From an optimization exercise on the open Yosys and OpenROAD flow, aimed at small area and a short achievable clock period; shortcuts taken in it are not production practice.
The RTL of this run was laid out without a check of its function.
Power and IR drop assume default switching activity.

==> flow/design.v <==
module multiply
  (
   input wire [15:0]  x,
   input wire [23:0]  d,    
   output wire [15:0] z0,
   output wire [15:0] z1,
   output wire        zg,
   output wire [6:0]  zl0,
   output wire [6:0]  zl1
   );
   wire [17:0] xs = {x[15], x, 1'b0};
   wire one0 = d[0], two0 = d[1], neg0 = d[2];
   wire [16:0] pp0 = (({17{one0}} & xs[17:1]) | ({17{two0}} & xs[16:0])) ^ {17{neg0}};
   wire one1 = d[3], two1 = d[4], neg1 = d[5];
   wire [16:0] pp1 = (({17{one1}} & xs[17:1]) | ({17{two1}} & xs[16:0])) ^ {17{neg1}};
   wire one2 = d[6], two2 = d[7], neg2 = d[8];
   wire [16:0] pp2 = (({17{one2}} & xs[17:1]) | ({17{two2}} & xs[16:0])) ^ {17{neg2}};
   wire one3 = d[9], two3 = d[10], neg3 = d[11];
   wire [16:0] pp3 = (({17{one3}} & xs[17:1]) | ({17{two3}} & xs[16:0])) ^ {17{neg3}};
   wire one4 = d[12], two4 = d[13], neg4 = d[14];
   wire [16:0] pp4 = (({17{one4}} & xs[17:1]) | ({17{two4}} & xs[16:0])) ^ {17{neg4}};
   wire one5 = d[15], two5 = d[16], neg5 = d[17];
   wire [16:0] pp5 = (({17{one5}} & xs[17:1]) | ({17{two5}} & xs[16:0])) ^ {17{neg5}};
   wire one6 = d[18], two6 = d[19], neg6 = d[20];
   wire [16:0] pp6 = (({17{one6}} & xs[17:1]) | ({17{two6}} & xs[16:0])) ^ {17{neg6}};
   wire one7 = d[21], two7 = d[22], neg7 = d[23];
   wire [16:0] pp7 = (({17{one7}} & xs[17:1]) | ({17{two7}} & xs[16:0])) ^ {17{neg7}};
   wire n0 = pp0[10] ^ pp1[8];
   wire n1 = pp0[10] & pp1[8];
   wire n2 = pp0[11] ^ pp1[9];
   wire n3 = pp0[11] & pp1[9];
   wire n4 = pp0[12] ^ pp1[10] ^ pp2[8];
   wire n5 = (pp0[12] & pp1[10]) | (pp0[12] & pp2[8]) | (pp1[10] & pp2[8]);
   wire n6 = pp3[6] ^ pp4[4];
   wire n7 = pp3[6] & pp4[4];
   wire n8 = pp0[13] ^ pp1[11] ^ pp2[9];
   wire n9 = (pp0[13] & pp1[11]) | (pp0[13] & pp2[9]) | (pp1[11] & pp2[9]);
   wire n10 = pp3[7] ^ pp4[5];
   wire n11 = pp3[7] & pp4[5];
   wire n12 = pp0[14] ^ pp1[12] ^ pp2[10];
   wire n13 = (pp0[14] & pp1[12]) | (pp0[14] & pp2[10]) | (pp1[12] & pp2[10]);
   wire n14 = pp3[8] ^ pp4[6] ^ pp5[4];
   wire n15 = (pp3[8] & pp4[6]) | (pp3[8] & pp5[4]) | (pp4[6] & pp5[4]);
   wire n16 = pp6[2] ^ pp7[0];
   wire n17 = pp6[2] & pp7[0];
   wire n18 = pp0[15] ^ pp1[13] ^ pp2[11];
   wire n19 = (pp0[15] & pp1[13]) | (pp0[15] & pp2[11]) | (pp1[13] & pp2[11]);
   wire n20 = pp3[9] ^ pp4[7] ^ pp5[5];
   wire n21 = (pp3[9] & pp4[7]) | (pp3[9] & pp5[5]) | (pp4[7] & pp5[5]);
   wire n22 = pp6[3] ^ pp7[1];
   wire n23 = pp6[3] & pp7[1];
   wire n24 = ~pp0[16] ^ pp1[14] ^ pp2[12];
   wire n25 = (~pp0[16] & pp1[14]) | (~pp0[16] & pp2[12]) | (pp1[14] & pp2[12]);
   wire n26 = pp3[10] ^ pp4[8] ^ pp5[6];
   wire n27 = (pp3[10] & pp4[8]) | (pp3[10] & pp5[6]) | (pp4[8] & pp5[6]);
   wire n28 = pp6[4] ^ pp7[2];
   wire n29 = pp6[4] & pp7[2];
   wire n30 = pp1[15] ^ pp2[13] ^ pp3[11];
   wire n31 = (pp1[15] & pp2[13]) | (pp1[15] & pp3[11]) | (pp2[13] & pp3[11]);
   wire n32 = pp4[9] ^ pp5[7] ^ pp6[5];
   wire n33 = (pp4[9] & pp5[7]) | (pp4[9] & pp6[5]) | (pp5[7] & pp6[5]);
   wire n34 = ~pp1[16] ^ pp2[14] ^ pp3[12];
   wire n35 = (~pp1[16] & pp2[14]) | (~pp1[16] & pp3[12]) | (pp2[14] & pp3[12]);
   wire n36 = pp4[10] ^ pp5[8];
   wire n37 = pp4[10] & pp5[8];
   wire n38 = pp2[15] ^ pp3[13] ^ pp4[11];
   wire n39 = (pp2[15] & pp3[13]) | (pp2[15] & pp4[11]) | (pp3[13] & pp4[11]);
   wire n40 = ~pp2[16] ^ pp3[14];
   wire n41 = ~pp2[16] & pp3[14];
   wire n42 = pp0[6] ^ pp1[4];
   wire n43 = pp0[6] & pp1[4];
   wire n44 = pp0[7] ^ pp1[5];
   wire n45 = pp0[7] & pp1[5];
   wire n46 = pp0[8] ^ pp1[6] ^ pp2[4];
   wire n47 = (pp0[8] & pp1[6]) | (pp0[8] & pp2[4]) | (pp1[6] & pp2[4]);
   wire n48 = pp3[2] ^ pp4[0];
   wire n49 = pp3[2] & pp4[0];
   wire n50 = pp0[9] ^ pp1[7] ^ pp2[5];
   wire n51 = (pp0[9] & pp1[7]) | (pp0[9] & pp2[5]) | (pp1[7] & pp2[5]);
   wire n52 = pp3[3] ^ pp4[1];
   wire n53 = pp3[3] & pp4[1];
   wire n54 = n0 ^ pp2[6] ^ pp3[4];
   wire n55 = (n0 & pp2[6]) | (n0 & pp3[4]) | (pp2[6] & pp3[4]);
   wire n56 = pp4[2] ^ pp5[0] ^ neg5;
   wire n57 = (pp4[2] & pp5[0]) | (pp4[2] & neg5) | (pp5[0] & neg5);
   wire n58 = n1 ^ n2 ^ pp2[7];
   wire n59 = (n1 & n2) | (n1 & pp2[7]) | (n2 & pp2[7]);
   wire n60 = pp3[5] ^ pp4[3] ^ pp5[1];
   wire n61 = (pp3[5] & pp4[3]) | (pp3[5] & pp5[1]) | (pp4[3] & pp5[1]);
   wire n62 = n3 ^ n4 ^ n6;
   wire n63 = (n3 & n4) | (n3 & n6) | (n4 & n6);
   wire n64 = pp5[2] ^ pp6[0] ^ neg6;
   wire n65 = (pp5[2] & pp6[0]) | (pp5[2] & neg6) | (pp6[0] & neg6);
   wire n66 = n5 ^ n7 ^ n8;
   wire n67 = (n5 & n7) | (n5 & n8) | (n7 & n8);
   wire n68 = n10 ^ pp5[3] ^ pp6[1];
   wire n69 = (n10 & pp5[3]) | (n10 & pp6[1]) | (pp5[3] & pp6[1]);
   wire n70 = n9 ^ n11 ^ n12;
   wire n71 = (n9 & n11) | (n9 & n12) | (n11 & n12);
   wire n72 = n14 ^ n16 ^ neg7;
   wire n73 = (n14 & n16) | (n14 & neg7) | (n16 & neg7);
   wire n74 = n13 ^ n15 ^ n17;
   wire n75 = (n13 & n15) | (n13 & n17) | (n15 & n17);
   wire n76 = n18 ^ n20 ^ n22;
   wire n77 = (n18 & n20) | (n18 & n22) | (n20 & n22);
   wire n78 = n19 ^ n21 ^ n23;
   wire n79 = (n19 & n21) | (n19 & n23) | (n21 & n23);
   wire n80 = n24 ^ n26 ^ n28;
   wire n81 = (n24 & n26) | (n24 & n28) | (n26 & n28);
   wire n82 = n25 ^ n27 ^ n29;
   wire n83 = (n25 & n27) | (n25 & n29) | (n27 & n29);
   wire n84 = n30 ^ n32 ^ pp7[3];
   wire n85 = (n30 & n32) | (n30 & pp7[3]) | (n32 & pp7[3]);
   wire n86 = n31 ^ n33 ^ n34;
   wire n87 = (n31 & n33) | (n31 & n34) | (n33 & n34);
   wire n88 = n36 ^ pp6[6] ^ pp7[4];
   wire n89 = (n36 & pp6[6]) | (n36 & pp7[4]) | (pp6[6] & pp7[4]);
   wire n90 = n35 ^ n37 ^ n38;
   wire n91 = (n35 & n37) | (n35 & n38) | (n37 & n38);
   wire n92 = pp5[9] ^ pp6[7] ^ pp7[5];
   wire n93 = (pp5[9] & pp6[7]) | (pp5[9] & pp7[5]) | (pp6[7] & pp7[5]);
   wire n94 = n39 ^ n40 ^ pp4[12];
   wire n95 = (n39 & n40) | (n39 & pp4[12]) | (n40 & pp4[12]);
   wire n96 = pp5[10] ^ pp6[8] ^ pp7[6];
   wire n97 = (pp5[10] & pp6[8]) | (pp5[10] & pp7[6]) | (pp6[8] & pp7[6]);
   wire n98 = n41 ^ pp3[15] ^ pp4[13];
   wire n99 = (n41 & pp3[15]) | (n41 & pp4[13]) | (pp3[15] & pp4[13]);
   wire n100 = pp5[11] ^ pp6[9] ^ pp7[7];
   wire n101 = (pp5[11] & pp6[9]) | (pp5[11] & pp7[7]) | (pp6[9] & pp7[7]);
   wire n102 = ~pp3[16] ^ pp4[14] ^ pp5[12];
   wire n103 = (~pp3[16] & pp4[14]) | (~pp3[16] & pp5[12]) | (pp4[14] & pp5[12]);
   wire n104 = pp6[10] ^ pp7[8];
   wire n105 = pp6[10] & pp7[8];
   wire n106 = pp4[15] ^ pp5[13] ^ pp6[11];
   wire n107 = (pp4[15] & pp5[13]) | (pp4[15] & pp6[11]) | (pp5[13] & pp6[11]);
   wire n108 = ~pp4[16] ^ pp5[14];
   wire n109 = ~pp4[16] & pp5[14];
   wire n110 = pp0[4] ^ pp1[2];
   wire n111 = pp0[4] & pp1[2];
   wire n112 = pp0[5] ^ pp1[3];
   wire n113 = pp0[5] & pp1[3];
   wire n114 = n42 ^ pp2[2] ^ pp3[0];
   wire n115 = (n42 & pp2[2]) | (n42 & pp3[0]) | (pp2[2] & pp3[0]);
   wire n116 = n43 ^ n44 ^ pp2[3];
   wire n117 = (n43 & n44) | (n43 & pp2[3]) | (n44 & pp2[3]);
   wire n118 = n45 ^ n46 ^ n48;
   wire n119 = (n45 & n46) | (n45 & n48) | (n46 & n48);
   wire n120 = n47 ^ n49 ^ n50;
   wire n121 = (n47 & n49) | (n47 & n50) | (n49 & n50);
   wire n122 = n51 ^ n53 ^ n54;
   wire n123 = (n51 & n53) | (n51 & n54) | (n53 & n54);
   wire n124 = n55 ^ n57 ^ n58;
   wire n125 = (n55 & n57) | (n55 & n58) | (n57 & n58);
   wire n126 = n59 ^ n61 ^ n62;
   wire n127 = (n59 & n61) | (n59 & n62) | (n61 & n62);
   wire n128 = n63 ^ n65 ^ n66;
   wire n129 = (n63 & n65) | (n63 & n66) | (n65 & n66);
   wire n130 = n67 ^ n69 ^ n70;
   wire n131 = (n67 & n69) | (n67 & n70) | (n69 & n70);
   wire n132 = n71 ^ n73 ^ n74;
   wire n133 = (n71 & n73) | (n71 & n74) | (n73 & n74);
   wire n134 = n75 ^ n77 ^ n78;
   wire n135 = (n75 & n77) | (n75 & n78) | (n77 & n78);
   wire n136 = n79 ^ n81 ^ n82;
   wire n137 = (n79 & n81) | (n79 & n82) | (n81 & n82);
   wire n138 = n83 ^ n85 ^ n86;
   wire n139 = (n83 & n85) | (n83 & n86) | (n85 & n86);
   wire n140 = n87 ^ n89 ^ n90;
   wire n141 = (n87 & n89) | (n87 & n90) | (n89 & n90);
   wire n142 = n91 ^ n93 ^ n94;
   wire n143 = (n91 & n93) | (n91 & n94) | (n93 & n94);
   wire n144 = n95 ^ n97 ^ n98;
   wire n145 = (n95 & n97) | (n95 & n98) | (n97 & n98);
   wire n146 = n99 ^ n101 ^ n102;
   wire n147 = (n99 & n101) | (n99 & n102) | (n101 & n102);
   wire n148 = n103 ^ n105 ^ n106;
   wire n149 = (n103 & n105) | (n103 & n106) | (n105 & n106);
   wire n150 = n107 ^ n108 ^ pp6[12];
   wire n151 = (n107 & n108) | (n107 & pp6[12]) | (n108 & pp6[12]);
   wire n152 = n109 ^ pp5[15] ^ pp6[13];
   wire n153 = (n109 & pp5[15]) | (n109 & pp6[13]) | (pp5[15] & pp6[13]);
   wire n154 = ~pp5[16] ^ pp6[14];
   wire n155 = ~pp5[16] & pp6[14];
   wire n156 = pp0[2] ^ pp1[0];
   wire n157 = pp0[2] & pp1[0];
   wire n158 = pp0[3] ^ pp1[1];
   wire n159 = pp0[3] & pp1[1];
   wire n160 = n110 ^ pp2[0] ^ neg2;
   wire n161 = (n110 & pp2[0]) | (n110 & neg2) | (pp2[0] & neg2);
   wire n162 = n111 ^ n112 ^ pp2[1];
   wire n163 = (n111 & n112) | (n111 & pp2[1]) | (n112 & pp2[1]);
   wire n164 = n113 ^ n114 ^ neg3;
   wire n165 = (n113 & n114) | (n113 & neg3) | (n114 & neg3);
   wire n166 = n115 ^ n116 ^ pp3[1];
   wire n167 = (n115 & n116) | (n115 & pp3[1]) | (n116 & pp3[1]);
   wire n168 = n117 ^ n118 ^ neg4;
   wire n169 = (n117 & n118) | (n117 & neg4) | (n118 & neg4);
   wire n170 = n119 ^ n120 ^ n52;
   wire n171 = (n119 & n120) | (n119 & n52) | (n120 & n52);
   wire n172 = n121 ^ n122 ^ n56;
   wire n173 = (n121 & n122) | (n121 & n56) | (n122 & n56);
   wire n174 = n123 ^ n124 ^ n60;
   wire n175 = (n123 & n124) | (n123 & n60) | (n124 & n60);
   wire n176 = n125 ^ n126 ^ n64;
   wire n177 = (n125 & n126) | (n125 & n64) | (n126 & n64);
   wire n178 = n127 ^ n128 ^ n68;
   wire n179 = (n127 & n128) | (n127 & n68) | (n128 & n68);
   wire n180 = n129 ^ n130 ^ n72;
   wire n181 = (n129 & n130) | (n129 & n72) | (n130 & n72);
   wire n182 = n131 ^ n132 ^ n76;
   wire n183 = (n131 & n132) | (n131 & n76) | (n132 & n76);
   wire n184 = n133 ^ n134 ^ n80;
   wire n185 = (n133 & n134) | (n133 & n80) | (n134 & n80);
   wire n186 = n135 ^ n136 ^ n84;
   wire n187 = (n135 & n136) | (n135 & n84) | (n136 & n84);
   wire n188 = n137 ^ n138 ^ n88;
   wire n189 = (n137 & n138) | (n137 & n88) | (n138 & n88);
   wire n190 = n139 ^ n140 ^ n92;
   wire n191 = (n139 & n140) | (n139 & n92) | (n140 & n92);
   wire n192 = n141 ^ n142 ^ n96;
   wire n193 = (n141 & n142) | (n141 & n96) | (n142 & n96);
   wire n194 = n143 ^ n144 ^ n100;
   wire n195 = (n143 & n144) | (n143 & n100) | (n144 & n100);
   wire n196 = n145 ^ n146 ^ n104;
   wire n197 = (n145 & n146) | (n145 & n104) | (n146 & n104);
   wire n198 = n147 ^ n148 ^ pp7[9];
   wire n199 = (n147 & n148) | (n147 & pp7[9]) | (n148 & pp7[9]);
   wire n200 = n149 ^ n150 ^ pp7[10];
   wire n201 = (n149 & n150) | (n149 & pp7[10]) | (n150 & pp7[10]);
   wire n202 = n151 ^ n152 ^ pp7[11];
   wire n203 = (n151 & n152) | (n151 & pp7[11]) | (n152 & pp7[11]);
   wire n204 = n153 ^ n154 ^ pp7[12];
   wire n205 = (n153 & n154) | (n153 & pp7[12]) | (n154 & pp7[12]);
   wire n206 = n155 ^ pp6[15] ^ pp7[13];
   wire n207 = (n155 & pp6[15]) | (n155 & pp7[13]) | (pp6[15] & pp7[13]);
   wire n208 = ~pp6[16] ^ pp7[14];
   wire n209 = ~pp6[16] & pp7[14];
   wire n210 = pp0[0] & neg0;
   wire n211 = pp0[0] | neg0;
   wire n212 = n156 & neg1;
   wire n213 = n156 | neg1;
   wire n214 = n157 & n158;
   wire n215 = n157 | n158;
   wire n216 = n159 & n160;
   wire n217 = n159 | n160;
   wire n218 = n161 & n162;
   wire n219 = n161 | n162;
   wire n220 = n163 & n164;
   wire n221 = n163 | n164;
   wire n222 = n165 & n166;
   wire n223 = n165 | n166;
   wire n224 = pp0[1] & n210;
   wire n225 = pp0[1] & n211;
   wire n226 = n214 | (n215 & n212);
   wire n227 = n215 & n213;
   wire n228 = n226 | (n227 & n224);
   wire n229 = n227 & n225;
   wire n230 = n218 | (n219 & n216);
   wire n231 = n219 & n217;
   wire n232 = n222 | (n223 & n220);
   wire n233 = n223 & n221;
   wire n234 = n232 | (n233 & n230);
   wire n235 = n233 & n231;
   wire n236 = n234 | (n235 & n228);
   wire n237 = n235 & n229;
   assign zg = n236;
   assign zl0 = {n179, n177, n175, n173, n171, n169, n167};
   assign zl1 = {n180, n178, n176, n174, n172, n170, n168};
   assign z0 = {~pp7[16], n209, n207, n205, n203, n201, n199, n197, n195, n193, n191, n189, n187, n185, n183, n181};
   assign z1 = {1'b0, pp7[15], n208, n206, n204, n202, n200, n198, n196, n194, n192, n190, n188, n186, n184, n182};
endmodule
module recode
  (
   input wire [15:0]  y,
   output wire [23:0] d
   );
   wire [16:0] yy = {y, 1'b0};
   genvar j;
   generate
      for (j = 0; j < 8; j = j + 1) begin: dig
         wire b2 = yy[2*j+2], b1 = yy[2*j+1], b0 = yy[2*j];
         assign d[3*j]   = b1 ^ b0;
         assign d[3*j+1] = (b2 & ~b1 & ~b0) | (~b2 & b1 & b0);
         assign d[3*j+2] = b2 & ~(b1 & b0);
      end
   endgenerate
endmodule
module summult
  (
   input wire         clk,
   input wire         first,
   input wire [15:0]  a0,
   input wire [15:0]  a1,
   input wire         ag,
   input wire [6:0]  al0,
   input wire [6:0]  al1,
   input wire [15:0]  b0,
   input wire [15:0]  b1,
   input wire         bg,
   input wire [6:0]  bl0,
   input wire [6:0]  bl1,
   output reg [15:0]  sum
   );
   reg [15:0] acc0, acc1;
   wire [15:0] q0 = first ? 16'hAAB0 : acc0;
   wire [15:0] q1 = first ? 16'h0000 : acc1;
   wire s0 = al0[0] & al1[0];
   wire s1 = al0[0] | al1[0];
   wire s2 = al0[1] & al1[1];
   wire s3 = al0[1] | al1[1];
   wire s4 = al0[2] & al1[2];
   wire s5 = al0[2] | al1[2];
   wire s6 = al0[3] & al1[3];
   wire s7 = al0[3] | al1[3];
   wire s8 = al0[4] & al1[4];
   wire s9 = al0[4] | al1[4];
   wire s10 = al0[5] & al1[5];
   wire s11 = al0[5] | al1[5];
   wire s12 = al0[6] & al1[6];
   wire s13 = al0[6] | al1[6];
   wire s14 = s0 | (s1 & ag);
   wire s15 = s4 | (s5 & s2);
   wire s16 = s5 & s3;
   wire s17 = s15 | (s16 & s14);
   wire s18 = s8 | (s9 & s6);
   wire s19 = s9 & s7;
   wire s20 = s12 | (s13 & s10);
   wire s21 = s13 & s11;
   wire s22 = s20 | (s21 & s18);
   wire s23 = s21 & s19;
   wire s24 = s22 | (s23 & s17);
   wire s25 = bl0[0] & bl1[0];
   wire s26 = bl0[0] | bl1[0];
   wire s27 = bl0[1] & bl1[1];
   wire s28 = bl0[1] | bl1[1];
   wire s29 = bl0[2] & bl1[2];
   wire s30 = bl0[2] | bl1[2];
   wire s31 = bl0[3] & bl1[3];
   wire s32 = bl0[3] | bl1[3];
   wire s33 = bl0[4] & bl1[4];
   wire s34 = bl0[4] | bl1[4];
   wire s35 = bl0[5] & bl1[5];
   wire s36 = bl0[5] | bl1[5];
   wire s37 = bl0[6] & bl1[6];
   wire s38 = bl0[6] | bl1[6];
   wire s39 = s25 | (s26 & bg);
   wire s40 = s29 | (s30 & s27);
   wire s41 = s30 & s28;
   wire s42 = s40 | (s41 & s39);
   wire s43 = s33 | (s34 & s31);
   wire s44 = s34 & s32;
   wire s45 = s37 | (s38 & s35);
   wire s46 = s38 & s36;
   wire s47 = s45 | (s46 & s43);
   wire s48 = s46 & s44;
   wire s49 = s47 | (s48 & s42);
   wire s50 = q0[0] ^ q1[0] ^ a0[0];
   wire s51 = (q0[0] & q1[0]) | (q0[0] & a0[0]) | (q1[0] & a0[0]);
   wire s52 = q0[1] ^ q1[1];
   wire s53 = q0[1] & q1[1];
   wire s54 = q0[2] ^ q1[2];
   wire s55 = q0[2] & q1[2];
   wire s56 = q0[3] ^ q1[3];
   wire s57 = q0[3] & q1[3];
   wire s58 = q0[4] ^ q1[4];
   wire s59 = q0[4] & q1[4];
   wire s60 = q0[5] ^ q1[5];
   wire s61 = q0[5] & q1[5];
   wire s62 = q0[6] ^ q1[6];
   wire s63 = q0[6] & q1[6];
   wire s64 = q0[7] ^ q1[7];
   wire s65 = q0[7] & q1[7];
   wire s66 = q0[8] ^ q1[8];
   wire s67 = q0[8] & q1[8];
   wire s68 = q0[9] ^ q1[9];
   wire s69 = q0[9] & q1[9];
   wire s70 = q0[10] ^ q1[10];
   wire s71 = q0[10] & q1[10];
   wire s72 = q0[11] ^ q1[11];
   wire s73 = q0[11] & q1[11];
   wire s74 = q0[12] ^ q1[12];
   wire s75 = q0[12] & q1[12];
   wire s76 = q0[13] ^ q1[13];
   wire s77 = q0[13] & q1[13];
   wire s78 = q0[14] ^ q1[14];
   wire s79 = q0[14] & q1[14];
   wire s80 = q0[15] ^ q1[15];
   wire s81 = q0[15] & q1[15];
   wire s82 = s50 ^ a1[0] ^ b0[0];
   wire s83 = (s50 & a1[0]) | (s50 & b0[0]) | (a1[0] & b0[0]);
   wire s84 = s51 ^ s52 ^ a0[1];
   wire s85 = (s51 & s52) | (s51 & a0[1]) | (s52 & a0[1]);
   wire s86 = a1[1] ^ b0[1];
   wire s87 = a1[1] & b0[1];
   wire s88 = s53 ^ s54 ^ a0[2];
   wire s89 = (s53 & s54) | (s53 & a0[2]) | (s54 & a0[2]);
   wire s90 = a1[2] ^ b0[2] ^ b1[2];
   wire s91 = (a1[2] & b0[2]) | (a1[2] & b1[2]) | (b0[2] & b1[2]);
   wire s92 = s55 ^ s56 ^ a0[3];
   wire s93 = (s55 & s56) | (s55 & a0[3]) | (s56 & a0[3]);
   wire s94 = a1[3] ^ b0[3] ^ b1[3];
   wire s95 = (a1[3] & b0[3]) | (a1[3] & b1[3]) | (b0[3] & b1[3]);
   wire s96 = s57 ^ s58 ^ a0[4];
   wire s97 = (s57 & s58) | (s57 & a0[4]) | (s58 & a0[4]);
   wire s98 = a1[4] ^ b0[4] ^ b1[4];
   wire s99 = (a1[4] & b0[4]) | (a1[4] & b1[4]) | (b0[4] & b1[4]);
   wire s100 = s59 ^ s60 ^ a0[5];
   wire s101 = (s59 & s60) | (s59 & a0[5]) | (s60 & a0[5]);
   wire s102 = a1[5] ^ b0[5] ^ b1[5];
   wire s103 = (a1[5] & b0[5]) | (a1[5] & b1[5]) | (b0[5] & b1[5]);
   wire s104 = s61 ^ s62 ^ a0[6];
   wire s105 = (s61 & s62) | (s61 & a0[6]) | (s62 & a0[6]);
   wire s106 = a1[6] ^ b0[6] ^ b1[6];
   wire s107 = (a1[6] & b0[6]) | (a1[6] & b1[6]) | (b0[6] & b1[6]);
   wire s108 = s63 ^ s64 ^ a0[7];
   wire s109 = (s63 & s64) | (s63 & a0[7]) | (s64 & a0[7]);
   wire s110 = a1[7] ^ b0[7] ^ b1[7];
   wire s111 = (a1[7] & b0[7]) | (a1[7] & b1[7]) | (b0[7] & b1[7]);
   wire s112 = s65 ^ s66 ^ a0[8];
   wire s113 = (s65 & s66) | (s65 & a0[8]) | (s66 & a0[8]);
   wire s114 = a1[8] ^ b0[8] ^ b1[8];
   wire s115 = (a1[8] & b0[8]) | (a1[8] & b1[8]) | (b0[8] & b1[8]);
   wire s116 = s67 ^ s68 ^ a0[9];
   wire s117 = (s67 & s68) | (s67 & a0[9]) | (s68 & a0[9]);
   wire s118 = a1[9] ^ b0[9] ^ b1[9];
   wire s119 = (a1[9] & b0[9]) | (a1[9] & b1[9]) | (b0[9] & b1[9]);
   wire s120 = s69 ^ s70 ^ a0[10];
   wire s121 = (s69 & s70) | (s69 & a0[10]) | (s70 & a0[10]);
   wire s122 = a1[10] ^ b0[10] ^ b1[10];
   wire s123 = (a1[10] & b0[10]) | (a1[10] & b1[10]) | (b0[10] & b1[10]);
   wire s124 = s71 ^ s72 ^ a0[11];
   wire s125 = (s71 & s72) | (s71 & a0[11]) | (s72 & a0[11]);
   wire s126 = a1[11] ^ b0[11] ^ b1[11];
   wire s127 = (a1[11] & b0[11]) | (a1[11] & b1[11]) | (b0[11] & b1[11]);
   wire s128 = s73 ^ s74 ^ a0[12];
   wire s129 = (s73 & s74) | (s73 & a0[12]) | (s74 & a0[12]);
   wire s130 = a1[12] ^ b0[12] ^ b1[12];
   wire s131 = (a1[12] & b0[12]) | (a1[12] & b1[12]) | (b0[12] & b1[12]);
   wire s132 = s75 ^ s76 ^ a0[13];
   wire s133 = (s75 & s76) | (s75 & a0[13]) | (s76 & a0[13]);
   wire s134 = a1[13] ^ b0[13] ^ b1[13];
   wire s135 = (a1[13] & b0[13]) | (a1[13] & b1[13]) | (b0[13] & b1[13]);
   wire s136 = s77 ^ s78 ^ a0[14];
   wire s137 = (s77 & s78) | (s77 & a0[14]) | (s78 & a0[14]);
   wire s138 = a1[14] ^ b0[14] ^ b1[14];
   wire s139 = (a1[14] & b0[14]) | (a1[14] & b1[14]) | (b0[14] & b1[14]);
   wire s140 = s79 ^ s80 ^ a0[15];
   wire s141 = (s79 & s80) | (s79 & a0[15]) | (s80 & a0[15]);
   wire s142 = a1[15] ^ b0[15] ^ b1[15];
   wire s143 = (a1[15] & b0[15]) | (a1[15] & b1[15]) | (b0[15] & b1[15]);
   wire s144 = s82 ^ b1[0];
   wire s145 = s82 & b1[0];
   wire s146 = s83 ^ s84 ^ s86;
   wire s147 = (s83 & s84) | (s83 & s86) | (s84 & s86);
   wire s148 = s85 ^ s87 ^ s88;
   wire s149 = (s85 & s87) | (s85 & s88) | (s87 & s88);
   wire s150 = s89 ^ s91 ^ s92;
   wire s151 = (s89 & s91) | (s89 & s92) | (s91 & s92);
   wire s152 = s93 ^ s95 ^ s96;
   wire s153 = (s93 & s95) | (s93 & s96) | (s95 & s96);
   wire s154 = s97 ^ s99 ^ s100;
   wire s155 = (s97 & s99) | (s97 & s100) | (s99 & s100);
   wire s156 = s101 ^ s103 ^ s104;
   wire s157 = (s101 & s103) | (s101 & s104) | (s103 & s104);
   wire s158 = s105 ^ s107 ^ s108;
   wire s159 = (s105 & s107) | (s105 & s108) | (s107 & s108);
   wire s160 = s109 ^ s111 ^ s112;
   wire s161 = (s109 & s111) | (s109 & s112) | (s111 & s112);
   wire s162 = s113 ^ s115 ^ s116;
   wire s163 = (s113 & s115) | (s113 & s116) | (s115 & s116);
   wire s164 = s117 ^ s119 ^ s120;
   wire s165 = (s117 & s119) | (s117 & s120) | (s119 & s120);
   wire s166 = s121 ^ s123 ^ s124;
   wire s167 = (s121 & s123) | (s121 & s124) | (s123 & s124);
   wire s168 = s125 ^ s127 ^ s128;
   wire s169 = (s125 & s127) | (s125 & s128) | (s127 & s128);
   wire s170 = s129 ^ s131 ^ s132;
   wire s171 = (s129 & s131) | (s129 & s132) | (s131 & s132);
   wire s172 = s133 ^ s135 ^ s136;
   wire s173 = (s133 & s135) | (s133 & s136) | (s135 & s136);
   wire s174 = s137 ^ s139 ^ s140;
   wire s175 = (s137 & s139) | (s137 & s140) | (s139 & s140);
   wire s176 = s144 ^ s24;
   wire s177 = s144 & s24;
   wire s178 = s145 ^ s146 ^ b1[1];
   wire s179 = (s145 & s146) | (s145 & b1[1]) | (s146 & b1[1]);
   wire s180 = s147 ^ s148 ^ s90;
   wire s181 = (s147 & s148) | (s147 & s90) | (s148 & s90);
   wire s182 = s149 ^ s150 ^ s94;
   wire s183 = (s149 & s150) | (s149 & s94) | (s150 & s94);
   wire s184 = s151 ^ s152 ^ s98;
   wire s185 = (s151 & s152) | (s151 & s98) | (s152 & s98);
   wire s186 = s153 ^ s154 ^ s102;
   wire s187 = (s153 & s154) | (s153 & s102) | (s154 & s102);
   wire s188 = s155 ^ s156 ^ s106;
   wire s189 = (s155 & s156) | (s155 & s106) | (s156 & s106);
   wire s190 = s157 ^ s158 ^ s110;
   wire s191 = (s157 & s158) | (s157 & s110) | (s158 & s110);
   wire s192 = s159 ^ s160 ^ s114;
   wire s193 = (s159 & s160) | (s159 & s114) | (s160 & s114);
   wire s194 = s161 ^ s162 ^ s118;
   wire s195 = (s161 & s162) | (s161 & s118) | (s162 & s118);
   wire s196 = s163 ^ s164 ^ s122;
   wire s197 = (s163 & s164) | (s163 & s122) | (s164 & s122);
   wire s198 = s165 ^ s166 ^ s126;
   wire s199 = (s165 & s166) | (s165 & s126) | (s166 & s126);
   wire s200 = s167 ^ s168 ^ s130;
   wire s201 = (s167 & s168) | (s167 & s130) | (s168 & s130);
   wire s202 = s169 ^ s170 ^ s134;
   wire s203 = (s169 & s170) | (s169 & s134) | (s170 & s134);
   wire s204 = s171 ^ s172 ^ s138;
   wire s205 = (s171 & s172) | (s171 & s138) | (s172 & s138);
   wire s206 = s173 ^ s174 ^ s142;
   wire s207 = (s173 & s174) | (s173 & s142) | (s174 & s142);
   wire [15:0] r0 = {s205, s203, s201, s199, s197, s195, s193, s191, s189, s187, s185, s183, s181, s179, s177, s176};
   wire [15:0] r1 = {s206, s204, s202, s200, s198, s196, s194, s192, s190, s188, s186, s184, s182, s180, s178, s49};
   always @(posedge clk) begin
      acc0 <= r0;
      acc1 <= r1;
      sum <= acc0 + acc1;
   end
endmodule
module filter
  #(
    parameter WIDTH = 32,
    parameter MWIDTH = 1,
    parameter FLTLEN = 8,
    parameter ID = 123
    )
   (
    input wire                   clk,
    input wire                   rst_n,
    input wire [WIDTH-1:0]       in_data,
    input wire                   in_nd,
    input wire [MWIDTH-1:0]      in_m,
    input wire [32-1:0]  in_msg,
    input wire                   in_msg_nd,
    output wire [WIDTH-1:0]      out_data,
    output wire                  out_nd,
    output wire [MWIDTH-1:0]     out_m,
    output wire                  error
    );
   integer j;
   reg [1:0] g;
   always @(posedge clk)
     if (!rst_n)
       g <= 2'd0;
     else
       g <= g + 2'd1;
   wire last = (g == 2'd3);
   reg [2:0]   which_pos;
   reg         setting_taps;
   reg         tap_set_error;
   assign error = tap_set_error;
   wire hdr    = in_msg[32-1];
   wire our_id = (in_msg[16:7] == ID);
   always @(posedge clk)
     if (!rst_n) begin
        setting_taps <= 1'b0;
        tap_set_error <= 1'b0;
     end else if (in_msg_nd) begin
        if (hdr) begin
           if (setting_taps)
             tap_set_error <= 1'b1;
           if (our_id) begin
              which_pos <= 3'd0;
              setting_taps <= 1'b1;
           end
        end else if (setting_taps) begin
           if (which_pos == 3'd7) begin
              which_pos <= 3'd0;
              setting_taps <= 1'b0;
           end else
             which_pos <= which_pos + 3'd1;
        end
     end
   reg [15:0]  tr [0:7];
   reg [7:0]   tv;
   wire [2:0]  wslot = which_pos - {g, 1'b0} - 3'd2;
   wire        twr = in_msg_nd & setting_taps;
   reg [15:0]  tr_d [0:7];
   reg [7:0]   tv_d;
   always @* begin
      for (j = 0; j < 8; j = j + 1) begin
         tr_d[j] = (twr && wslot == j) ? in_msg[15:0] : tr[(j+2)%8];
         tv_d[j] = rst_n & ((twr && wslot == j) | tv[(j+2)%8]);
      end
   end
   always @(posedge clk)
     for (j = 0; j < 8; j = j + 1)
       tr[j] <= tr_d[j];
   always @(posedge clk)
     tv <= tv_d;
   reg [31:0]  inbuf;
   reg         mbuf;
   reg         pending;
   always @(posedge clk)
     if (in_nd) begin
        inbuf <= in_data;
        mbuf <= in_m;
     end
   always @(posedge clk)
     if (!rst_n)
       pending <= 1'b0;
     else
       pending <= in_nd | (pending & ~last);
   wire ins = pending & last;
   reg [31:0]  hr [0:7];
   reg [7:0]   hv;
   always @(posedge clk)
     if (ins) begin
        hr[0] <= inbuf;
        for (j = 1; j < 8; j = j + 1)
          hr[j] <= hr[(j+1)%8];
     end else
       for (j = 0; j < 8; j = j + 1)
         hr[j] <= hr[(j+2)%8];
   wire [7:0]  hv_d = !rst_n ? 8'd0 :
                      ins ? ({hv[0], hv[7:1]} | 8'd1) : {hv[1:0], hv[7:2]};
   always @(posedge clk)
     hv <= hv_d;
   reg [6:0]   q;
   always @(posedge clk)
     if (!rst_n)
       q <= 7'd0;
     else
       q <= {q[5:0], ins};
   assign out_nd = q[6];
   reg mframe, mout;
   always @(posedge clk)
     if (last) begin
        mout <= mframe;
        if (pending)
          mframe <= mbuf;
     end
   assign out_m = mout;
   wire [15:0] ta_d = tr[2] & {16{tv[2] & hv_d[0]}};
   wire [15:0] tb_d = tr[3] & {16{tv[3] & hv_d[1]}};
   wire [23:0] da_d, db_d;
   recode rca (.y(ta_d), .d(da_d));
   recode rcb (.y(tb_d), .d(db_d));
   reg [23:0]  da, db;
   always @(posedge clk) begin
      da <= da_d;
      db <= db_d;
   end
   localparam K = 7;             
   localparam W = 14 - K;
   wire [15:0]  ra0, ra1, rb0, rb1, ia0, ia1, ib0, ib1;
   wire         rag, rbg, iag, ibg;
   wire [W-1:0] ral0, ral1, rbl0, rbl1, ial0, ial1, ibl0, ibl1;
   multiply mra (.x(hr[0][31:16]), .d(da), .z0(ra0), .z1(ra1), .zg(rag), .zl0(ral0), .zl1(ral1));
   multiply mrb (.x(hr[1][31:16]), .d(db), .z0(rb0), .z1(rb1), .zg(rbg), .zl0(rbl0), .zl1(rbl1));
   multiply mia (.x(hr[0][15:0]),  .d(da), .z0(ia0), .z1(ia1), .zg(iag), .zl0(ial0), .zl1(ial1));
   multiply mib (.x(hr[1][15:0]),  .d(db), .z0(ib0), .z1(ib1), .zg(ibg), .zl0(ibl0), .zl1(ibl1));
   reg [15:0]  pra0, pra1, prb0, prb1, pia0, pia1, pib0, pib1;
   reg         prag, prbg, piag, pibg;
   reg [W-1:0] pral0, pral1, prbl0, prbl1, pial0, pial1, pibl0, pibl1;
   always @(posedge clk) begin
      pra0 <= ra0; pra1 <= ra1; prag <= rag; pral0 <= ral0; pral1 <= ral1;
      prb0 <= rb0; prb1 <= rb1; prbg <= rbg; prbl0 <= rbl0; prbl1 <= rbl1;
      pia0 <= ia0; pia1 <= ia1; piag <= iag; pial0 <= ial0; pial1 <= ial1;
      pib0 <= ib0; pib1 <= ib1; pibg <= ibg; pibl0 <= ibl0; pibl1 <= ibl1;
   end
   wire [15:0] acc_re, acc_im;
   summult sre (.clk(clk), .first(q[1]),
                .a0(pra0), .a1(pra1), .ag(prag), .al0(pral0), .al1(pral1),
                .b0(prb0), .b1(prb1), .bg(prbg), .bl0(prbl0), .bl1(prbl1),
                .sum(acc_re));
   summult sim (.clk(clk), .first(q[1]),
                .a0(pia0), .a1(pia1), .ag(piag), .al0(pial0), .al1(pial1),
                .b0(pib0), .b1(pib1), .bg(pibg), .bl0(pibl0), .bl1(pibl1),
                .sum(acc_im));
   assign out_data = {acc_re, acc_im};
endmodule
==> flow/flow/run.sh <==
#!/bin/bash
# The standard layout with two changes in how it is made:
#  - after the standard synthesis, flow/fapol.py chooses the polarity of each
#    full-adder cell so that fewer inverters are needed (registers and their
#    names are untouched; the netlist computes the same function);
#  - timing repair aims past the 10 ns constraint, and the ports are buffered
#    with buf_2 cells.
# Each step's output goes to a log file of its own here (and ORFS's own logs
# stay under orfs/logs/).
set -euo pipefail
R=orfs/results/sky130hd/filter/base
bash standard.sh synth > make_synth.log 2>&1
cp $R/1_2_yosys.v $R/1_2_yosys_std.v
python3 flow/fapol.py $R/1_2_yosys_std.v $R/1_2_yosys.v > fapol.log 2>&1
rm -f $R/1_synth.odb
bash standard.sh SETUP_SLACK_MARGIN=6.7 "BUFFER_PORTS_ARGS=-buffer_cell sky130_fd_sc_hd__buf_2" finish > make_finish.log 2>&1
==> flow/flow/fapol.py <==
#!/usr/bin/env python3
"""Full-adder polarity clean-up on a Yosys gate netlist (sky130hd).

A full adder is self-dual: FA(~a, ~b, ~c) = (~sum, ~cout). Yosys's
extract_fa leaves many inverters between full adders. This pass chooses,
for each fa cell, whether it computes its true or its complemented outputs
(by taking the complements of all three inputs), so that fewer inverters are
needed, and writes the netlist back with the inverters that the choice needs.
Registers and all other cells are kept as they are, with their names; every
net that is kept carries the same function as before.

Usage: fapol.py IN.v OUT.v
"""
import re, sys
from collections import defaultdict

INV = {"sky130_fd_sc_hd__inv_1", "sky130_fd_sc_hd__inv_2"}
FA = "sky130_fd_sc_hd__fa_1"
OUTPINS = {"X", "Y", "Q", "Q_N", "SUM", "COUT", "HI", "LO"}

cell_re = re.compile(r'^[ \t]*(sky130_fd_sc_hd__\w+)\s+(\S+)\s*\((.*?)\);[ \t]*\n', re.S | re.M)
pin_re = re.compile(r'\.(\w+)\(\s*(.*?)\s*\)\s*(?:,|$)', re.S)


def main(inp, outp):
    txt = open(inp).read()
    cells = []
    for m in cell_re.finditer(txt):
        typ, name, body = m.group(1), m.group(2), m.group(3)
        pins = {}
        for pm in pin_re.finditer(body.strip()):
            pins[pm.group(1)] = pm.group(2).strip()
        cells.append({"typ": typ, "name": name, "pins": pins, "span": m.span()})
    rest = cell_re.sub("", txt)
    if re.search(r'\bassign\b', rest):
        raise SystemExit("fapol: netlist has assign statements; not handled")
    if len(re.findall(r'\bmodule\b', txt)) != 1:
        raise SystemExit("fapol: expected exactly one module")
    hdr = re.search(r'module\s+\S+\s*\((.*?)\);', txt, re.S)
    ports = set(p.strip() for p in hdr.group(1).split(','))

    def is_port(n):
        return n.split('[')[0].strip() in ports

    # the cells must sit together, with nothing else between them
    body_start = cells[0]["span"][0]
    body_end = cells[-1]["span"][1]
    between = txt[body_start:body_end]
    if cell_re.sub("", between).strip():
        raise SystemExit("fapol: unexpected text between cells")

    driver = {}
    for i, c in enumerate(cells):
        for p, n in c["pins"].items():
            if n and p in OUTPINS:
                if n in driver:
                    raise SystemExit(f"fapol: net {n} has two drivers")
                driver[n] = (i, p)

    # removable inverters: out net -> in net
    inv_of = {}
    for i, c in enumerate(cells):
        if c["typ"] in INV and not is_port(c["pins"]["Y"]):
            c["removable"] = True
            inv_of[c["pins"]["Y"]] = c["pins"]["A"]

    def base(n):
        pol = 0
        while n in inv_of:
            n = inv_of[n]
            pol ^= 1
        return n, pol

    fas = [i for i, c in enumerate(cells) if c["typ"] == FA
           and not any(is_port(c["pins"][p]) for p in ("SUM", "COUT"))]
    fa_set = set(fas)
    flip = defaultdict(int)

    # consumers of each base signal: (polarity wanted, cell index)
    req = defaultdict(list)
    for i, c in enumerate(cells):
        if c.get("removable"):
            continue
        for p, n in c["pins"].items():
            if p in OUTPINS or not n:
                continue
            b, pol = base(n)
            req[b].append((pol, i))

    def prod(b):
        d = driver.get(b)
        return flip[d[0]] if d is not None and d[0] in fa_set else 0

    def cost_of(b):
        pp = prod(b)
        for pol, i in req.get(b, []):
            if pol ^ flip[i] != pp:
                return 1
        return 0

    def fa_signals(i):
        c = cells[i]
        return {base(c["pins"][p])[0] for p in ("A", "B", "CIN")} | \
               {c["pins"][p] for p in ("SUM", "COUT")}

    allb = set(req) | set(driver)
    before = sum(cost_of(b) for b in allb)
    for _ in range(30):
        improved = False
        for i in fas:
            sig = fa_signals(i)
            c0 = sum(cost_of(b) for b in sig)
            flip[i] ^= 1
            if sum(cost_of(b) for b in sig) < c0:
                improved = True
            else:
                flip[i] ^= 1
        if not improved:
            break
    after = sum(cost_of(b) for b in allb)
    nflip = sum(flip[i] for i in fas)
    print(f"fapol: inverters {before} -> {after}; {nflip} of {len(fas)} fa cells complemented",
          file=sys.stderr)
    if outp is None:
        return

    # net names: polarity 0 of b keeps the name b; polarity 1 reuses the
    # name of an old inverter output of b if there is one
    inv_names = defaultdict(list)
    for n in inv_of:
        b, pol = base(n)
        if pol == 1:
            inv_names[b].append(n)
    wires = []
    cnt = [0]

    def fresh():
        cnt[0] += 1
        n = f"_fapol{cnt[0]}_"
        wires.append(n)
        return n

    names = {}

    def name_for(b, pol):
        if (b, pol) not in names:
            if pol == 0:
                names[(b, pol)] = b
            elif inv_names[b]:
                names[(b, pol)] = inv_names[b][0]
            else:
                names[(b, pol)] = fresh()
        return names[(b, pol)]

    made = set()
    newcells = []

    def net_at(b, want):
        pp = prod(b)
        if want != pp and (b, want) not in made:
            made.add((b, want))
            cnt[0] += 1
            newcells.append(("sky130_fd_sc_hd__inv_1", f"_fapolinv{cnt[0]}_",
                             {"A": name_for(b, pp), "Y": name_for(b, want)}))
        return name_for(b, want)

    out_cells = []
    for i, c in enumerate(cells):
        if c.get("removable"):
            continue
        f = flip[i]
        pins = {}
        for p, n in c["pins"].items():
            if not n:
                pins[p] = n
            elif p in OUTPINS:
                pins[p] = name_for(n, f)
            else:
                b, pol = base(n)
                pins[p] = net_at(b, pol ^ f)
        out_cells.append((c["typ"], c["name"], pins))

    head = txt[:body_start]
    tail = txt[body_end:]
    decl = "".join(f"  wire {w};\n" for w in wires)
    lines = []
    for typ, name, pins in out_cells + newcells:
        ps = ",\n".join(f"    .{p}({n} )" for p, n in pins.items())
        lines.append(f"  {typ} {name} (\n{ps}\n  );\n")
    open(outp, "w").write(head + decl + "".join(lines) + tail)


if __name__ == "__main__":
    main(sys.argv[1], sys.argv[2] if len(sys.argv) > 2 else None)
==> flow/standard.sh <==
#!/bin/bash
# synth_recipe.tcl (not shown) runs the flow's synth.tcl, then flattens the netlist and writes it again
# the make line also repeats each setting of config.mk as NAME=value (left out here)
make -C /OpenROAD-flow-scripts/flow DESIGN_CONFIG=/design/flow/config.mk WORK_HOME=/design/flow/orfs CLKGATE_MAP_FILE= SYNTH_SCRIPT=/design/flow/synth_recipe.tcl "${@:-finish}"
==> flow/config.mk <==
export PLATFORM = sky130hd
export DESIGN_NAME = filter
export DESIGN_NICKNAME = filter
export VERILOG_FILES = /design/flow/design.v
export SDC_FILE = /design/flow/constraint.sdc
export NUM_CORES = 4
export LEC_CHECK = 0
export CAP_MARGIN = 20
export CORE_MARGIN = 2
export CORE_UTILIZATION = 40
export CTS_BUF_LIST = sky130_fd_sc_hd__clkbuf_8 sky130_fd_sc_hd__clkbuf_16
export CTS_CLUSTER_DIAMETER = 100
export CTS_CLUSTER_SIZE = 20
export SLEW_MARGIN = 20
==> flow/constraint.sdc <==
create_clock -name core_clock -period 10.0 [get_ports {clk}]
set_input_delay 2.0000 -clock core_clock [delete_from_list [all_inputs] [get_ports {clk}]]
set_output_delay 2.0000 -clock core_clock [all_outputs]
set_load 0.01 [all_outputs]
==> flow_summary_export.csv <==
group,metric,value,unit
cts,tritoncts,"yes",
global_routing,grt_pass1_wl,181000,um
critical_path,crit_required,10480,ps
sta,min_period,3240,ps
pwr,p_int,5.10,mW
floorplan,start_util,40.5,%
placement,dp_hpwl,75500,um
pwr,clkPwrFrac,27.8,%
drt,vias,30505,
layout,final_cell_area,48600,sq um
pwr,p_seq_share,52.5,%
cts,insertion_delay,660,ps
global_routing,grt_overflow,0,
drt,drt_wl_total,116000,um
job,maxCapViolCount,0,
layout,regArea,16100,sq um
pwr,p_total,7.25,mW
cts,clk_pin_slew_worst_paths,80,ps
sta,setup_viol,0,
yosys,syn_area,44900,sq um
critical_path,path_class,"reg -> reg",
placement,placed_cell_area,46500,sq um
floorplan,num_rows,122,
floorplan,die_y,339,um
drt,drt_iter0_drc,2615,
critical_path,crit_fanout,23,
sta,maxSlewViolCount,0,
sta,worst_slack,6760,ps
pwr,swShare,29.6,%
cts,hold_buffers,0,
cts,cts_buffer_depth,3,
pwr,powerDensity,149,nW/um^2
drt,routed_via_density,5.31,
sta,final-hold-violation-count,0,
cts,cts_buffers,47,
drt,drt-pass1-iter-count,6,
critical_path,startpoint_type,"flop",
pwr,p_switching,2.15,mW
critical_path,setup.worst_path.end_class,"flop",
outcome,status,"complete, no violations",
placement,port_buffers,89,
sta,max_slew_margin,34.1,%
critical_path,r2r_slack,6760,ps
yosys,synth_fp_nets,5073,
critical_path,arrival,3720,ps
pwr,worst_ir_drop_vdd,122,uV
floorplan,die-area,115000,sq um
layout,drive_gt1_share,11.2,%
sta,timing.final.crit_share,32.4,%
layout,layout_common_cells,"nand2_1 (841), dfxtp_1 (681), a22oi_1 (479), fa_1 (440), xnor2_1 (404)",
floorplan,io_pins,104,
drt,drcViolationCount,0,
placement,post-place-ws,5830,ps
min_path,holdCritPathClass,"reg -> reg",
layout,layout.nets,4912,
placement,placedCellCount,5666,
layout,multi_input_area,27000,sq um
drt,wl_per_cell,20.3,um
yosys,avgSynthCellArea,10.2,sq um
sta,max_freq,308,MHz
yosys,yosysWarnings,8,
drt,postRouteAntennaNets,0,
sta,rsz0062_at_grt,"yes",
global_routing,grt_max_degree,127,
sta,fin_tns_setup,0,ps
cts,cts_root_buffer,"clkbuf_16",
yosys,netlist_instances,4398,
cts,cts_sinks,778,
sta,finClkSkew,49.3,ps
global_routing,track_usage,19.9,%
sta,tightest_slew,988,ps
layout,syn_to_final_growth,8.06,%
cts,htreeDepth,2,
global_routing,antenna_found_initial,6,
layout,final_common_cell,"nand2_1",
floorplan,die_w,339,um
floorplan,coreArea,111000,sq um
pwr,p_comb_share,19.7,%
placement,place_congestion,0.847,
global_routing,grt_pass1_vias,30194,
layout,layoutNonFillerInstCount,5748,
layout,fill_cells,10539,
pwr,p_leak,21.3,nW
==> power by group through the flow <==
stage	Clock [mW]	Combinational (mW)	Sequential [mW]
after floorplan	0	1.11	3.73
after global routing	2.20	1.66	3.85
after global placement	0	1.41	3.87
after detailed placement	0	1.44	3.87
after CTS	2.09	1.46	3.80
final	2.02	1.43	3.81
==> final timing paths <==
kind	start	end	depth (start not counted)
worst max-delay path	db[11]	prb1[0]	8
worst min-delay path	hr[2][2]	hr[1][2]	2
worst max register to register	db[11]	prb1[0]	8
worst min register to register	hr[2][2]	hr[1][2]	2
==> worst max-delay path, stage by stage, from the launching register on <==
cell and delay (ps):
dfxtp_1 350, buf_8 310, clkinv_8 200, xnor2_1 190, fa_1 390, inv_1 90, fa_1 440, fa_1 580
fa_1 500
==> stage by stage <==
| stage | utilization [%] | hold WS [ps] |
|---|---|---|
| 2_1_floorplan | - | 400 |
| 3_3_place_gp | 41.9 | 406 |
| 3_5_place_dp | 41.9 | 419 |
| 4_1_cts | 43.4 | 408 |
| 5_1_grt | 43.8 | 433 |
| 6_report | 43.8 | 407 |
==> sequential cells by signal, summed over array words and instances, names as in the netlist, 24 cells and up <==
register	flops
da	24
db	24
hr	256
inbuf	32
tr	128
==> area by class of cell <==
type                    count  share of cell area, %
clock inverters            23                  0.500
diodes                      2                 0.0103
flip-flops and latches    778                   33.1
well taps                1488                   3.83
repair buffers            177                   3.22
multi-input cells        3079                   55.6
inverters                 154                   1.26
clock buffers              47                   2.42
==> what timing repair did <==
| action | CTS | global route |
|---|---|---|
| endpoints found under the hold margin | 0 | 0 |
| gates resized for setup | 69 | 99 |
| buffers inserted | 4 | 2 |
| pin swaps | 0 | 6 |
| endpoints found under the setup margin | 108 | 51 |
| cloned | 0 | 4 |
==> metal layers <==
layer,up-vias,track usage [%],wire [um]
met5,-,0,60
met4,8,5.22,3140
met3,184,3.60,9150
met2,1189,30.7,50800
met1,15041,28.6,53300
li1,14083,-,-

-- re-timing with driven ports --
In the flow no input, the clock included, has a driving cell. The finished layout below was timed again as built, in two steps. Step 1 (the two cells are an assumption about what drives the block):
set clk [get_ports {clk}]
set_driving_cell -lib_cell sky130_fd_sc_hd__clkbuf_16 $clk
set_driving_cell -lib_cell sky130_fd_sc_hd__buf_2 [delete_from_list [all_inputs] $clk]
Step 2 moves the port delays by t, midway between the first and last clock arrival at a register: inputs arrive t later, outputs are due t later. That takes back most of the time a late clock gives input paths. Slacks: ideal / step 1 / step 2; pairs: ideal / step 1.
t (ns): 0.707
setup slack, ns: 6.757 / 6.727 / 6.314
worst setup path at the end: input to register
slew at the worst register clock pin (ns): 0.09 / 0.09
After both steps setup and hold are still met in this run. The setup slack of this run moves by -0.030 ns with the drivers and by -0.443 ns with both steps.
